What follows belongs to an exercise in optimizing a design on an open flow for small area, a short achievable clock period and few clock cycles per item; a production flow would make more cautious choices.
Only simulation tests tie the RTL to the original design; equivalence was not proved.
Power and IR drop assume default switching activity.

===== flow/run.sh =====
#!/bin/bash
# Own flow: the standard layout (standard.sh) with these changes:
#  - the port buffers are the smallest buffer (buf_1);
#  - the one tie cell of the netlist drives all constant outputs
#    (SKIP_REPAIR_TIE_FANOUT).
# make's output goes to standard.log, each ORFS step's log to orfs/logs/.
set -euo pipefail
here=$(pwd)
bash standard.sh "SYNTH_NETLIST_FILES=$here/flow/netlist.v" \
  "BUFFER_PORTS_ARGS=-buffer_cell sky130_fd_sc_hd__buf_1" \
  SKIP_REPAIR_TIE_FANOUT=1 finish > standard.log 2>&1

===== flow/netlist.v =====
module main(rst_i, clk_i, a_in, b_in, busy_out, y_out);
  input rst_i;
  wire rst_i;
  input clk_i;
  wire clk_i;
  input [7:0] a_in;
  wire [7:0] a_in;
  input [7:0] b_in;
  wire [7:0] b_in;
  output busy_out;
  wire busy_out;
  output [15:0] y_out;
  wire [15:0] y_out;
  wire cb__00_;
  wire cb__01_;
  wire cb__02_;
  wire cb__03_;
  wire cb__04_;
  wire cb__05_;
  wire cb__06_;
  wire cb__07_;
  wire cb__08_;
  wire cb__09_;
  wire cb__10_;
  wire cb__11_;
  wire cb__12_;
  wire cb__13_;
  wire cb__14_;
  wire cb__15_;
  wire e;
  wire g0;
  wire g1;
  wire g2;
  wire n10_xor2;
  wire n11_nand2;
  wire n12_nor2;
  wire n13_inv;
  wire n14_o21ai;
  wire n1_xor2;
  wire n2_xor2;
  wire n3_nand2;
  wire n4_xnor2;
  wire n5_nand2;
  wire n6_nand2;
  wire n7_inv;
  wire n8_o21ai;
  wire n9_xor2;
  wire o10_nor2;
  wire o12_nand2;
  wire o2_nand2;
  wire o4_nand3;
  wire o6_nand4;
  wire o8_nand4;
  wire o9_inv;
  wire q0;
  wire q1;
  wire q2;
  wire q3;
  wire q4;
  wire q5;
  wire qd0;
  wire qd1;
  wire qd2;
  wire qd3;
  wire qd4;
  wire qd5;
  wire t3__00_;
  wire t3__01_;
  wire t3__02_;
  wire t3__03_;
  wire t3__04_;
  wire t3__05_;
  wire t3__06_;
  wire t3__07_;
  wire t3__08_;
  wire t3__09_;
  wire t3__10_;
  wire t3__11_;
  wire t3__12_;
  wire t3__13_;
  wire t3__14_;
  wire t3__15_;
  wire t3__16_;
  wire t3__17_;
  wire t3__18_;
  wire t3__19_;
  wire t3__20_;
  wire t3__21_;
  wire t3__22_;
  wire t3__23_;
  wire t3__24_;
  wire t3__25_;
  wire tr1;
  wire tr2;
  wire tr3;
  wire const0;
  sky130_fd_sc_hd__and2_2 u0 (.A(b_in[3]), .B(b_in[4]), .X(cb__00_));
  sky130_fd_sc_hd__clkinv_1 u1 (.A(b_in[2]), .Y(cb__01_));
  sky130_fd_sc_hd__nand2_1 u2 (.A(b_in[1]), .B(b_in[0]), .Y(cb__02_));
  sky130_fd_sc_hd__nand2_1 u3 (.A(cb__02_), .B(cb__01_), .Y(cb__03_));
  sky130_fd_sc_hd__a21oi_1 u4 (.A1(cb__03_), .A2(cb__00_), .B1(b_in[7]), .Y(cb__04_));
  sky130_fd_sc_hd__a21o_2 u5 (.A1(b_in[3]), .A2(b_in[4]), .B1(b_in[5]), .X(cb__05_));
  sky130_fd_sc_hd__nor2_1 u6 (.A(b_in[1]), .B(b_in[0]), .Y(cb__06_));
  sky130_fd_sc_hd__nand2_1 u7 (.A(b_in[2]), .B(b_in[5]), .Y(cb__07_));
  sky130_fd_sc_hd__o211a_1 u8 (.A1(cb__07_), .A2(cb__06_), .B1(b_in[6]), .C1(cb__05_), .X(cb__08_));
  sky130_fd_sc_hd__nand2_1 u9 (.A(cb__06_), .B(cb__01_), .Y(cb__09_));
  sky130_fd_sc_hd__nor2_1 u10 (.A(b_in[6]), .B(b_in[7]), .Y(cb__10_));
  sky130_fd_sc_hd__o31ai_1 u11 (.A1(b_in[3]), .A2(b_in[5]), .A3(b_in[4]), .B1(cb__10_), .Y(cb__11_));
  sky130_fd_sc_hd__a21oi_1 u12 (.A1(cb__11_), .A2(cb__09_), .B1(b_in[5]), .Y(cb__12_));
  sky130_fd_sc_hd__clkinv_1 u13 (.A(b_in[6]), .Y(cb__13_));
  sky130_fd_sc_hd__nor2_1 u14 (.A(b_in[7]), .B(cb__13_), .Y(cb__14_));
  sky130_fd_sc_hd__o22ai_1 u15 (.A1(cb__04_), .A2(cb__08_), .B1(cb__14_), .B2(cb__12_), .Y(g0));
  sky130_fd_sc_hd__nand3_1 u16 (.A(cb__05_), .B(b_in[6]), .C(b_in[7]), .Y(cb__15_));
  sky130_fd_sc_hd__nand2_1 u17 (.A(cb__15_), .B(cb__11_), .Y(g1));
  sky130_fd_sc_hd__clkinv_1 u18 (.A(cb__10_), .Y(g2));
  sky130_fd_sc_hd__clkinv_1 u19 (.A(a_in[7]), .Y(t3__00_));
  sky130_fd_sc_hd__clkinv_1 u20 (.A(a_in[3]), .Y(t3__01_));
  sky130_fd_sc_hd__a21oi_1 u21 (.A1(a_in[1]), .A2(a_in[0]), .B1(a_in[2]), .Y(t3__02_));
  sky130_fd_sc_hd__o21bai_1 u22 (.A1(t3__01_), .A2(t3__02_), .B1_N(a_in[4]), .Y(t3__03_));
  sky130_fd_sc_hd__a21oi_1 u23 (.A1(t3__03_), .A2(a_in[5]), .B1(a_in[6]), .Y(t3__04_));
  sky130_fd_sc_hd__nor2_1 u24 (.A(t3__00_), .B(t3__04_), .Y(qd5));
  sky130_fd_sc_hd__xor2_1 u25 (.A(a_in[1]), .B(a_in[0]), .X(tr1));
  sky130_fd_sc_hd__clkinv_1 u26 (.A(a_in[6]), .Y(t3__05_));
  sky130_fd_sc_hd__clkinv_1 u27 (.A(a_in[5]), .Y(t3__06_));
  sky130_fd_sc_hd__nand2_1 u28 (.A(a_in[2]), .B(a_in[1]), .Y(t3__07_));
  sky130_fd_sc_hd__nand2_1 u29 (.A(t3__07_), .B(t3__01_), .Y(t3__08_));
  sky130_fd_sc_hd__nand2_1 u30 (.A(t3__08_), .B(a_in[4]), .Y(t3__09_));
  sky130_fd_sc_hd__a21oi_1 u31 (.A1(t3__09_), .A2(t3__06_), .B1(t3__05_), .Y(t3__10_));
  sky130_fd_sc_hd__nor2_1 u32 (.A(a_in[7]), .B(t3__10_), .Y(t3__11_));
  sky130_fd_sc_hd__nor2_1 u33 (.A(t3__11_), .B(qd5), .Y(qd4));
  sky130_fd_sc_hd__o21bai_1 u34 (.A1(t3__10_), .A2(t3__04_), .B1_N(t3__00_), .Y(t3__12_));
  sky130_fd_sc_hd__nand2_1 u35 (.A(t3__03_), .B(a_in[5]), .Y(t3__13_));
  sky130_fd_sc_hd__nand2_1 u36 (.A(t3__13_), .B(t3__05_), .Y(t3__14_));
  sky130_fd_sc_hd__nand2_1 u37 (.A(t3__09_), .B(t3__06_), .Y(t3__15_));
  sky130_fd_sc_hd__nand2_1 u38 (.A(t3__15_), .B(a_in[6]), .Y(t3__16_));
  sky130_fd_sc_hd__nand3_1 u39 (.A(t3__14_), .B(t3__00_), .C(t3__16_), .Y(t3__17_));
  sky130_fd_sc_hd__nand2_1 u40 (.A(t3__12_), .B(t3__17_), .Y(qd3));
  sky130_fd_sc_hd__nand2_1 u41 (.A(t3__13_), .B(t3__15_), .Y(t3__18_));
  sky130_fd_sc_hd__nand2_1 u42 (.A(t3__18_), .B(a_in[6]), .Y(t3__19_));
  sky130_fd_sc_hd__nand3_1 u43 (.A(t3__13_), .B(t3__05_), .C(t3__15_), .Y(t3__20_));
  sky130_fd_sc_hd__nand2_1 u44 (.A(t3__19_), .B(t3__20_), .Y(qd2));
  sky130_fd_sc_hd__nand2_1 u45 (.A(t3__03_), .B(t3__09_), .Y(t3__21_));
  sky130_fd_sc_hd__xor2_1 u46 (.A(t3__06_), .B(t3__21_), .X(qd1));
  sky130_fd_sc_hd__o21ai_0 u47 (.A1(t3__01_), .A2(t3__02_), .B1(t3__08_), .Y(t3__22_));
  sky130_fd_sc_hd__xnor2_1 u48 (.A(a_in[4]), .B(t3__22_), .Y(qd0));
  sky130_fd_sc_hd__a21oi_1 u49 (.A1(a_in[2]), .A2(a_in[1]), .B1(t3__02_), .Y(t3__23_));
  sky130_fd_sc_hd__xor2_1 u50 (.A(a_in[3]), .B(t3__23_), .X(tr3));
  sky130_fd_sc_hd__clkinv_1 u51 (.A(a_in[0]), .Y(t3__24_));
  sky130_fd_sc_hd__nand2_1 u52 (.A(t3__24_), .B(a_in[1]), .Y(t3__25_));
  sky130_fd_sc_hd__xnor2_1 u53 (.A(a_in[2]), .B(t3__25_), .Y(tr2));
  sky130_fd_sc_hd__xor2_1 u54 (.A(tr1), .B(g0), .X(n1_xor2));
  sky130_fd_sc_hd__xor2_1 u55 (.A(tr2), .B(g1), .X(n2_xor2));
  sky130_fd_sc_hd__nand2_1 u56 (.A(tr1), .B(g0), .Y(n3_nand2));
  sky130_fd_sc_hd__xnor2_1 u57 (.A(n2_xor2), .B(n3_nand2), .Y(n4_xnor2));
  sky130_fd_sc_hd__nand2_1 u58 (.A(tr2), .B(g1), .Y(n5_nand2));
  sky130_fd_sc_hd__nand2_1 u59 (.A(n2_xor2), .B(tr1), .Y(n6_nand2));
  sky130_fd_sc_hd__inv_1 u60 (.A(g0), .Y(n7_inv));
  sky130_fd_sc_hd__o21ai_1 u61 (.A1(n6_nand2), .A2(n7_inv), .B1(n5_nand2), .Y(n8_o21ai));
  sky130_fd_sc_hd__xor2_1 u62 (.A(tr3), .B(g2), .X(n9_xor2));
  sky130_fd_sc_hd__xor2_1 u63 (.A(n9_xor2), .B(n8_o21ai), .X(n10_xor2));
  sky130_fd_sc_hd__nand2_1 u64 (.A(tr3), .B(g2), .Y(n11_nand2));
  sky130_fd_sc_hd__nor2_1 u65 (.A(tr3), .B(g2), .Y(n12_nor2));
  sky130_fd_sc_hd__inv_1 u66 (.A(n8_o21ai), .Y(n13_inv));
  sky130_fd_sc_hd__o21ai_1 u67 (.A1(n12_nor2), .A2(n13_inv), .B1(n11_nand2), .Y(n14_o21ai));
  sky130_fd_sc_hd__xor2_1 u68 (.A(q0), .B(e), .X(y_out[4]));
  sky130_fd_sc_hd__nand2_1 u69 (.A(q0), .B(e), .Y(o2_nand2));
  sky130_fd_sc_hd__xnor2_1 u70 (.A(q1), .B(o2_nand2), .Y(y_out[5]));
  sky130_fd_sc_hd__nand3_1 u71 (.A(q0), .B(q1), .C(e), .Y(o4_nand3));
  sky130_fd_sc_hd__xnor2_1 u72 (.A(q2), .B(o4_nand3), .Y(y_out[6]));
  sky130_fd_sc_hd__nand4_1 u73 (.A(q0), .B(q1), .C(q2), .D(e), .Y(o6_nand4));
  sky130_fd_sc_hd__xnor2_1 u74 (.A(q3), .B(o6_nand4), .Y(y_out[7]));
  sky130_fd_sc_hd__nand4_1 u75 (.A(q0), .B(q1), .C(q2), .D(q3), .Y(o8_nand4));
  sky130_fd_sc_hd__inv_1 u76 (.A(e), .Y(o9_inv));
  sky130_fd_sc_hd__nor2_1 u77 (.A(o8_nand4), .B(o9_inv), .Y(o10_nor2));
  sky130_fd_sc_hd__xor2_1 u78 (.A(q4), .B(o10_nor2), .X(y_out[8]));
  sky130_fd_sc_hd__nand2_1 u79 (.A(o10_nor2), .B(q4), .Y(o12_nand2));
  sky130_fd_sc_hd__nand2b_1 u80 (.A_N(q5), .B(o12_nand2), .Y(y_out[9]));
  sky130_fd_sc_hd__edfxtp_1 \lo[0]$_DFFE_PP_  (.CLK(clk_i), .D(a_in[0]), .DE(rst_i), .Q(y_out[0]));
  sky130_fd_sc_hd__edfxtp_1 \lo[1]$_DFFE_PP_  (.CLK(clk_i), .D(n1_xor2), .DE(rst_i), .Q(y_out[1]));
  sky130_fd_sc_hd__edfxtp_1 \lo[2]$_DFFE_PP_  (.CLK(clk_i), .D(n4_xnor2), .DE(rst_i), .Q(y_out[2]));
  sky130_fd_sc_hd__edfxtp_1 \lo[3]$_DFFE_PP_  (.CLK(clk_i), .D(n10_xor2), .DE(rst_i), .Q(y_out[3]));
  sky130_fd_sc_hd__edfxtp_1 \e$_DFFE_PP_  (.CLK(clk_i), .D(n14_o21ai), .DE(rst_i), .Q(e));
  sky130_fd_sc_hd__edfxtp_1 \q[0]$_DFFE_PP_  (.CLK(clk_i), .D(qd0), .DE(rst_i), .Q(q0));
  sky130_fd_sc_hd__edfxtp_1 \q[1]$_DFFE_PP_  (.CLK(clk_i), .D(qd1), .DE(rst_i), .Q(q1));
  sky130_fd_sc_hd__edfxtp_1 \q[2]$_DFFE_PP_  (.CLK(clk_i), .D(qd2), .DE(rst_i), .Q(q2));
  sky130_fd_sc_hd__edfxtp_1 \q[3]$_DFFE_PP_  (.CLK(clk_i), .D(qd3), .DE(rst_i), .Q(q3));
  sky130_fd_sc_hd__edfxtp_1 \q[4]$_DFFE_PP_  (.CLK(clk_i), .D(qd4), .DE(rst_i), .Q(q4));
  sky130_fd_sc_hd__edfxtp_1 \q[5]$_DFFE_PP_  (.CLK(clk_i), .D(qd5), .DE(rst_i), .Q(q5));
  sky130_fd_sc_hd__conb_1 tie0 (.LO(const0));
  sky130_fd_sc_hd__buf_4 cbuf10 (.A(const0), .X(y_out[10]));
  sky130_fd_sc_hd__buf_4 cbuf11 (.A(const0), .X(y_out[11]));
  sky130_fd_sc_hd__buf_4 cbuf12 (.A(const0), .X(y_out[12]));
  sky130_fd_sc_hd__buf_4 cbuf13 (.A(const0), .X(y_out[13]));
  sky130_fd_sc_hd__buf_4 cbuf14 (.A(const0), .X(y_out[14]));
  sky130_fd_sc_hd__buf_4 cbuf15 (.A(const0), .X(y_out[15]));
  sky130_fd_sc_hd__buf_4 cbufb (.A(const0), .X(busy_out));
endmodule

===== standard.sh =====
#!/bin/bash
# synth_recipe.tcl (not shown) runs the flow's synth.tcl, then flattens the netlist and writes it again
# the make line also repeats each setting of config.mk as NAME=value (left out here)
make -C /OpenROAD-flow-scripts/flow DESIGN_CONFIG=/design/flow/config.mk WORK_HOME=/design/flow/orfs CLKGATE_MAP_FILE= SYNTH_SCRIPT=/design/flow/synth_recipe.tcl "${@:-finish}"

===== config.mk =====
export PLATFORM = sky130hd
export DESIGN_NAME = main
export DESIGN_NICKNAME = main
export VERILOG_FILES = /design/flow/design.v
export SDC_FILE = /design/flow/constraint.sdc
export NUM_CORES = 4
export LEC_CHECK = 0
export CAP_MARGIN = 20
export CORE_AREA = 2.5 2.5 59.5 59.5
export DIE_AREA = 0 0 62 62
export SETUP_SLACK_MARGIN = 2.75
export SLEW_MARGIN = 20

===== constraint.sdc =====
create_clock -name core_clock -period 5.0 [get_ports {clk_i}]
set_input_delay 1.0000 -clock core_clock [delete_from_list [all_inputs] [get_ports {clk_i}]]
set_output_delay 1.0000 -clock core_clock [all_outputs]
set_load 0.01 [all_outputs]

===== design.v =====
`timescale 1ns / 1ps
module mult;
endmodule
`timescale 1ns / 1ps
module cbrt (
	input [7 : 0] b,
	output [2 : 0] g
);
    assign g = (b >= 8'd217) ? 3'd7 :
               (b >= 8'd216) ? 3'd6 :
               (b >= 8'd125) ? 3'd5 :
               (b >= 8'd64)  ? 3'd4 :
               (b >= 8'd27)  ? 3'd3 :
               (b >= 8'd8)   ? 3'd2 :
               (b != 8'd0)   ? 3'd1 : 3'd0;
endmodule
`timescale 1ns / 1ps
module main(
	input rst_i,
	input clk_i,
	input [7 : 0] a_in,
	input [7 : 0] b_in,
	output busy_out,
	output [15 : 0] y_out
);
    wire [2:0] g;
    cbrt cbrt1(.b(b_in), .g(g));
    wire [9:0] t = {2'b00, a_in} + {1'b0, a_in, 1'b0};     
    wire [4:0] s = {1'b0, t[3:0]} + {1'b0, g, 1'b0};        
    reg [5:0] q;
    reg e;
    reg [3:0] lo;
    always @(posedge clk_i)
        if (rst_i) begin
            q <= t[9:4];
            e <= s[4];
            lo <= s[3:0];
        end
    assign busy_out = 1'b0;
    assign y_out = {6'd0, q + {5'd0, e}, lo};
endmodule

==> metrics.md, run 1 <==
| Metric | Value |
|---|---|
| Clock share of power | 0.212 |
| CTS Buf Count | 3 |
| Die ar. | 0.003844 mm2 |
| Vias in the first global route | 657 |
| Crit path time final | ~2200 ps |
| Syn nets | between 100 and 150 |
| Initial antenna violation count | 0 |
| Switching share of power | 0.3065 |
| CP Class | reg -> out |
| YS warnings | 0 |
| Endpoint type of the worst setup path | output port |
| MaxCap Viol Count | 0 |
| Critical Path Sink | y_out[6] |
| Routability-driven placement congestion ratio | ~0.80 |
| Pleak | 0.0004094 uW |
| WL met2 | 891 um |
| Diodes inserted | 0 |
| Via count | between 700 and 800 |
| Final HPWL DP | between 1 and 1.5 mm |
| Pin count of the biggest net entering global routing | 12 |
| Outcome | finished clean |
| Worst path arrival time | approximately 1200 ps |
| GRT overflow | 0 |
| I/O pin cnt | 35 |
| WP data required | ~4000 ps |
| Internal | approximately 190 uW |
| Max Slew Vio Count | 0 |
| Chip Height | slightly above 60 um |
| Setup violations, final | 0 |
| Pwr dens | between 200 and 300 mW/mm2 |
| Worst Hold Class | in -> reg |
| Slew margin rel. | 0.6337 |
| Sequential cell area | 330.3 um2 |
| P_sw | 81.90 uW |
| Post-Syn Instances | 100 |
| Starting Density | 0.2659 |
| Reg clk slew, reported paths | roughly 60 ps |
| Final critical-path share of the clock period | 0.4398 |
| Final worst-path setup slack | 2801 ps |
| Post-layout nets | approximately 150 |
| Die width | between 60 and 70 um |
| Dpl ws | 2564 ps |
| Port Buffers | 27 |
| Startpoint type of the worst setup path | flip-flop |
| Maximum vdd drop | ~0.051 mV |
| CP Max Fanout | 3 |
| DR WL/cell | between 8 and 9 um |
| Metal1 wirelength | 521 um |
| Layout area overhead | 21.71% |
| Worst Tran Pin Value | 549.4 ps |
| Pre-Repair DR Iteration Count | 2 |
| Gate power share | 0.323 |
| Core area | ~0.0031 mm2 |
| Share of cells above drive strength 1 | 0.1328 |
| Min Hold Slack | between 1000 and 1500 ps |
| CP Launch Point | q[1] |
| H-tree depth | 1 |
| Area taken by multi-input logic gates | about 410 um2 |
| Std-Cell Rows | 20 |
| Syn Area/Cell | 8.183 um2 |
| Clock root cell | clkbuf_4 |
| CTS tree | yes |
| DRT antenna net count | 0 |
| Setup tns final | 0 ps |
| Unrepaired setup endpoints after global routing | yes |
| Final Hold Vio Count | 0 |
| Max Buffers Root-to-Sink | 2 |
| Top Layer Used | met4 |
| Drc violations | 0 |
| Fill cell count | about 350 |
| Avg Vias per Cell | just over 4 |
| Sequential Power Share | 0.465 |
| Hold Startpoint | a_in[0] |
| F_max | approximately 0.45 GHz |
| Iteration-0 DRC count of the detailed router | 6 |
| Synthesized cell area | just over 800 um2 |
| GRT Total Usage | 0.08387 |
| CTS Sinks | 11 |
| Met3 wire len | roughly 82 um |
| First-pass GRT wire length | around 2.4 mm |
| Final wirelength | approximately 1.5 mm |
## routing by layer
metal / GRT usage / vias to the layer above
met5: 0 / -
met4: 0.06079 / 0
met3: 0.006211 / 2
met2: 0.1711 / 14
met1: 0.07407 / 318
li1: - / 375
## state kept, by name, summed over array words and instances (netlist names)
register  cells
q             6
lo            4
e             1
## metrics by stage
stage / area (um2) / util / instances / power, uW
final: 996.0 / 0.3236 / 172 / 267.2
after global routing: 996.0 / 0.3236 / 172 / 287.7
after CTS: 963.4 / 0.3130 / 170 / 264.6
after detailed placement: 922.1 / 0.2996 / 164 / 204.3
after global placement: 922.1 / 0.2996 / 164 / 200.1
after floorplan: 818.3 / - / 100 / 181.0
## layout make-up
class / count / share of cell area
well taps: 44 / 0.05528
inverters: 11 / 0.04146
flip-flops and latches: 11 / 0.3317
clock buffers: 4 / 0.02638
repair buffers: 31 / 0.1382
multi-input cells: 71 / 0.4070
## how the worst min path moves through the flow
stage / endpoint / cells after the start / slack (ps)
floorplan: lo[0] / 0 / 1100
global placement: lo[0] / 1 / 1330
detailed placement: lo[0] / 1 / 1330
CTS: lo[0] / 1 / 1050
global route: lo[0] / 1 / 1060
finish: lo[0] / 1 / 1060
## cells in the final DEF (no fill, tap or decap), types with 2 or more instances in the layout
master / n
a21oi_1: 6
buf_1: 22
buf_2: 2
buf_4: 4
clkbuf_2: 3
clkbuf_4: 3
clkinv_1: 8
edfxtp_1: 11
inv_1: 3
nand2_1: 24
nand3_1: 4
nand4_1: 2
nor2_1: 7
o21bai_1: 2
xnor2_1: 6
xor2_1: 9
## critical path, stage by stage, from the launching register on
cell      delay, ps
edfxtp_1        420
buf_4           160
nand3_1         100
xnor2_1         120
buf_2           140
## power groups by stage
stage                     clock network, uW  registers, uW  logic, uW
final                                  56.7            124       86.4
after global routing                   64.1            126       97.8
after global placement                    0            127       73.1
after detailed placement                  0            128       76.5
after CTS                              59.4            125       80.4
after floorplan                           0            129       51.5
## timing repair
item                       in CTS  in global routing
resized for setup               0                 10
cloned                          0                  0
setup endpoints to repair       1                  7
pin swaps                       0                  3
hold buffers                    0                  0
setup buffers                   2                  2
Testbench counts, summed over its fixed seeds: cycles 2,400, items 2,400.
==> inputs of run 2 (changes only) <==
--- a/flow/netlist.v
+++ b/flow/netlist.v
@@ -49,2 +49,3 @@
   wire o12_nand2;
+  wire o13_nor2;
   wire o2_nand2;
@@ -175,4 +176,5 @@
   sky130_fd_sc_hd__xor2_1 u78 (.A(q4), .B(o10_nor2), .X(y_out[8]));
-  sky130_fd_sc_hd__nand2_1 u79 (.A(o10_nor2), .B(q4), .Y(o12_nand2));
-  sky130_fd_sc_hd__nand2b_1 u80 (.A_N(q5), .B(o12_nand2), .Y(y_out[9]));
+  sky130_fd_sc_hd__nand2_1 u79 (.A(q4), .B(e), .Y(o12_nand2));
+  sky130_fd_sc_hd__nor2_1 u80 (.A(o8_nand4), .B(o12_nand2), .Y(o13_nor2));
+  sky130_fd_sc_hd__xor2_1 u81 (.A(q5), .B(o13_nor2), .X(y_out[9]));
   sky130_fd_sc_hd__edfxtp_1 \lo[0]$_DFFE_PP_  (.CLK(clk_i), .D(a_in[0]), .DE(rst_i), .Q(y_out[0]));
--- a/config.mk
+++ b/config.mk
@@ -10,3 +10,2 @@
 export DIE_AREA = 0 0 62 62
-export SETUP_SLACK_MARGIN = 2.75
 export SLEW_MARGIN = 20
==> run 2 against run 1 <==
Against the previous run:
- still clean
- flip-flop and latch count unchanged
- final area decreased by 4.1%
- clock power about the same
- die area unchanged
- combinational power decreased by 11%
- synthesized area increased by 0.76%
- hold slack got worse by 0.85 ps
- global-route usage increased by 0.76 points
==> metrics.md, run 2 <==
| Metric | Value |
|---|---|
| Worst path arrival time | 1270 ps (was 1200 ps) |
| Reg clk slew, reported paths | 70 ps (was 60 ps) |
| Outcome | finished clean (unchanged) |
| CP Launch Point | q[0] (was q[1]) |
| Post-Syn Instances | 101 (was 100) |
| F_max | 0.4401 GHz (was 0.4548 GHz) |
| Setup violations, final | 0 (unchanged) |
| Post-layout nets | 144 (was 147) |
| Final Util | 0.3102 (was 0.3236) |
| Worst Hold Class | in -> reg (unchanged) |
| Iteration-0 DRC count of the detailed router | 20 (was 6) |
| CP Class | reg -> out (unchanged) |
| Sequential Power Share | 0.486 (was 0.465) |
| Largest register by flop count | q (unchanged) |
| Final Hold Vio Count | 0 (unchanged) |
| Pin count of the biggest net entering global routing | 12 (unchanged) |
| Commonest non-fill, non-tap cell in the layout | buf_1 (was nand2_1) |
| DRT antenna net count | 0 (unchanged) |
| Drc violations | 0 (unchanged) |
| Die width | 62 um (unchanged) |
| Pre-Repair DR Iteration Count | 4 (was 2) |
| Starting Density | 0.2679 (was 0.2659) |
| Fill cell count | 334 (was 349) |
| Pwr dens | 271.8 mW/mm2 (was 268.3 mW/mm2) |
| Post-CTS setup buffers | 0 (was 2) |
| Syn Area/Cell | 8.164 um2 (was 8.183 um2) |
| Top Registers | q: 6 flops, lo: 4 flops, e: 1 flops (unchanged) |
| Area after DPL | 928.4 um2 (was 922.1 um2) |
| P_sw | 80.91 uW (was 81.90 uW) |
| Maximum vdd drop | 0.06361 mV (was 0.05096 mV) |
| Clock root cell | clkbuf_4 (unchanged) |
| Avg Vias per Cell | 4.118 (was 4.122) |
| Endpoint type of the worst setup path | output port (unchanged) |
| GRT overflow | 0 (unchanged) |
| CP Max Fanout | 5 (was 3) |
| DR WL/cell | 9.154 um (was 8.779 um) |
| Final HPWL DP | 1.325 mm (was 1.266 mm) |
| Std-Cell Rows | 20 (unchanged) |
| Vias in the first global route | 691 (was 657) |
| Hold_buf cts | 0 (unchanged) |
| Initial antenna violation count | 0 (unchanged) |
| CTS Buf Count | 3 (unchanged) |
| Post-CTS resize count | 0 (unchanged) |
| Min Hold Slack | 1059 ps (was 1060 ps) |
| Crit path time final | 2272 ps (was 2199 ps) |
| MaxCap Viol Count | 0 (unchanged) |
| Routability-driven placement congestion ratio | 0.7975 (was 0.7999) |
| CTS tree | yes (unchanged) |
| Switching share of power | 0.3118 (was 0.3065) |
| Design area | 954.7 um2 (was 996.0 um2) |
| GRT Total Usage | 0.09149 (was 0.08387) |
| Final wirelength | 1.547 mm (was 1.510 mm) |
| Core area | 0.003078 mm2 (unchanged) |
| Die ar. | 0.003844 mm2 (unchanged) |
| Layout area overhead | 15.78% (was 21.71%) |
| Syn nets | 119 (was 118) |
| YS warnings | 0 (unchanged) |
| First-pass GRT wire length | 2.553 mm (was 2.415 mm) |
| CTS Sinks | 11 (unchanged) |
| Clock share of power | 0.219 (was 0.212) |
| Internal | 178.6 uW (was 185.3 uW) |
| Slew margin rel. | 0.6216 (was 0.6337) |
| Max Buffers Root-to-Sink | 2 (unchanged) |
| Worst Tran Pin Value | 567.6 ps (was 549.4 ps) |
| Most frequent cells in the layout | buf_1, nand2_1, edfxtp_1, xor2_1, nor2_1 (was nand2_1, buf_1, edfxtp_1, xor2_1, clkinv_1) |
| Port Buffers | 27 (unchanged) |
| Setup tns final | 0 ps (unchanged) |
| Pleak | 0.0003782 uW (was 0.0004094 uW) |
| I/O pin cnt | 35 (unchanged) |
| Share of cells above drive strength 1 | 0.04000 (was 0.1328) |
| Max Slew Vio Count | 0 (unchanged) |
| Startpoint type of the worst setup path | flip-flop (unchanged) |
| Diodes inserted | 0 (unchanged) |
| Final critical-path share of the clock period | 0.4545 (was 0.4398) |
| Chip Height | 62 um (unchanged) |
| Total power | 259.5 uW (was 267.2 uW) |
| Gate power share | 0.296 (was 0.323) |
| Via count | 696 (was 709) |
| Hold Startpoint | a_in[0] (unchanged) |
| Max reg flops | 6 (unchanged) |
| Unrepaired setup endpoints after global routing | no (was yes) |
| H-tree depth | 1 (unchanged) |
| Synthesized cell area | 824.5 um2 (was 818.3 um2) |
| WP data required | 4000 ps (about the same) |
[run 2: changes by cell type in the layout (fill, tap and decap cells not counted), sizes merged]
cell    delta
clkbuf     -3
buf        -1
nand2b     -1
nor2       +1
xor2       +1
[run 2: area by class of cell]
class	count	area, um2	area share
Tap cell	44	55.05	0.05767
Clock buffer	4	26.28	0.02752
Timing Repair Buffer	27	101.3	0.1062
Inverter	11	41.29	0.04325
Multi-Input combinational cell	72	400.4	0.4194
Sequential cell	11	330.3	0.3460
[run 2: path summary, 6_finish.rpt]
| kind | cells after the start | endpoint | slack [ps] |
|---|---|---|---|
| setup / recovery | 4 | y_out[8] | 2730 |
| hold / removal | 1 | lo[0] | 1060 |
[run 2: power groups by stage]
| stage | Sequential [uW] | Clock (uW) | Combinational [uW] |
|---|---|---|---|
| 2_1_floorplan | 130 | 0 | 52.1 |
| 3_3_place_gp | 127 | 0 | 73.6 |
| 3_5_place_dp | 128 | 0 | 77.0 |
| 4_1_cts | 126 | 58.8 | 77.5 |
| 5_1_grt | 128 | 65.4 | 88.2 |
| 6_report | 126 | 56.8 | 76.7 |
[run 2: metal layers]
layer / vias up / wire length, um / global-route usage / part of all wire
met5: - / 0 / 0 / 0
met4: 0 / 27 / 0.07903 / 0.017
met3: 2 / 78 / 0.01656 / 0.050
met2: 17 / 851 / 0.1815 / 0.55
met1: 305 / 590 / 0.07389 / 0.38
li1: 372 / - / - / -
[run 2: metrics by stage]
step | setup slack, ps | instances
floorplan | 2841 | 101
global placement | 2655 | 165
detailed placement | 2563 | 165
CTS | 2704 | 169
global route | 2566 | 169
finish | 2728 | 169
[run 2: worst max-delay path, cell delays in order, from the launching register on]
cell and delay, ps:
edfxtp_1 430, nand4_1 130, nor2_1 140, xor2_1 150, buf_1 160

[re-timing with driven ports]
The flow's constraints put no driver on any port. The routed layouts listed below were extracted and timed again, unchanged, in two steps.
Step 1, drivers: a clkbuf_16 drives clk_i and a buf_2 each remaining input, both assumed.
Step 2 times the ports against the registers' clock, not the clock port: input delays grow and output delays shrink by t, the midpoint of the rising clock arrivals with the driver on.
Three values: no drivers, after step 1, after step 2; two values: the first two.
run	shift t [ns]	setup WS [ns]	worst hold slack (ns)	worst data-port slew with drivers (ns)	pins driven straight from the clock port
run 1	0.275	2.801 / 2.785 / 2.609	1.060 / 1.063 / 1.338	0.04	1
run 2	0.276	2.728 / 2.707 / 2.543	1.059 / 1.059 / 1.335	0.04	1
After both steps setup and hold are still met in every run listed. The setup slack of run 1, which loses most, moves by -0.016 ns with the drivers and by -0.192 ns with both steps.
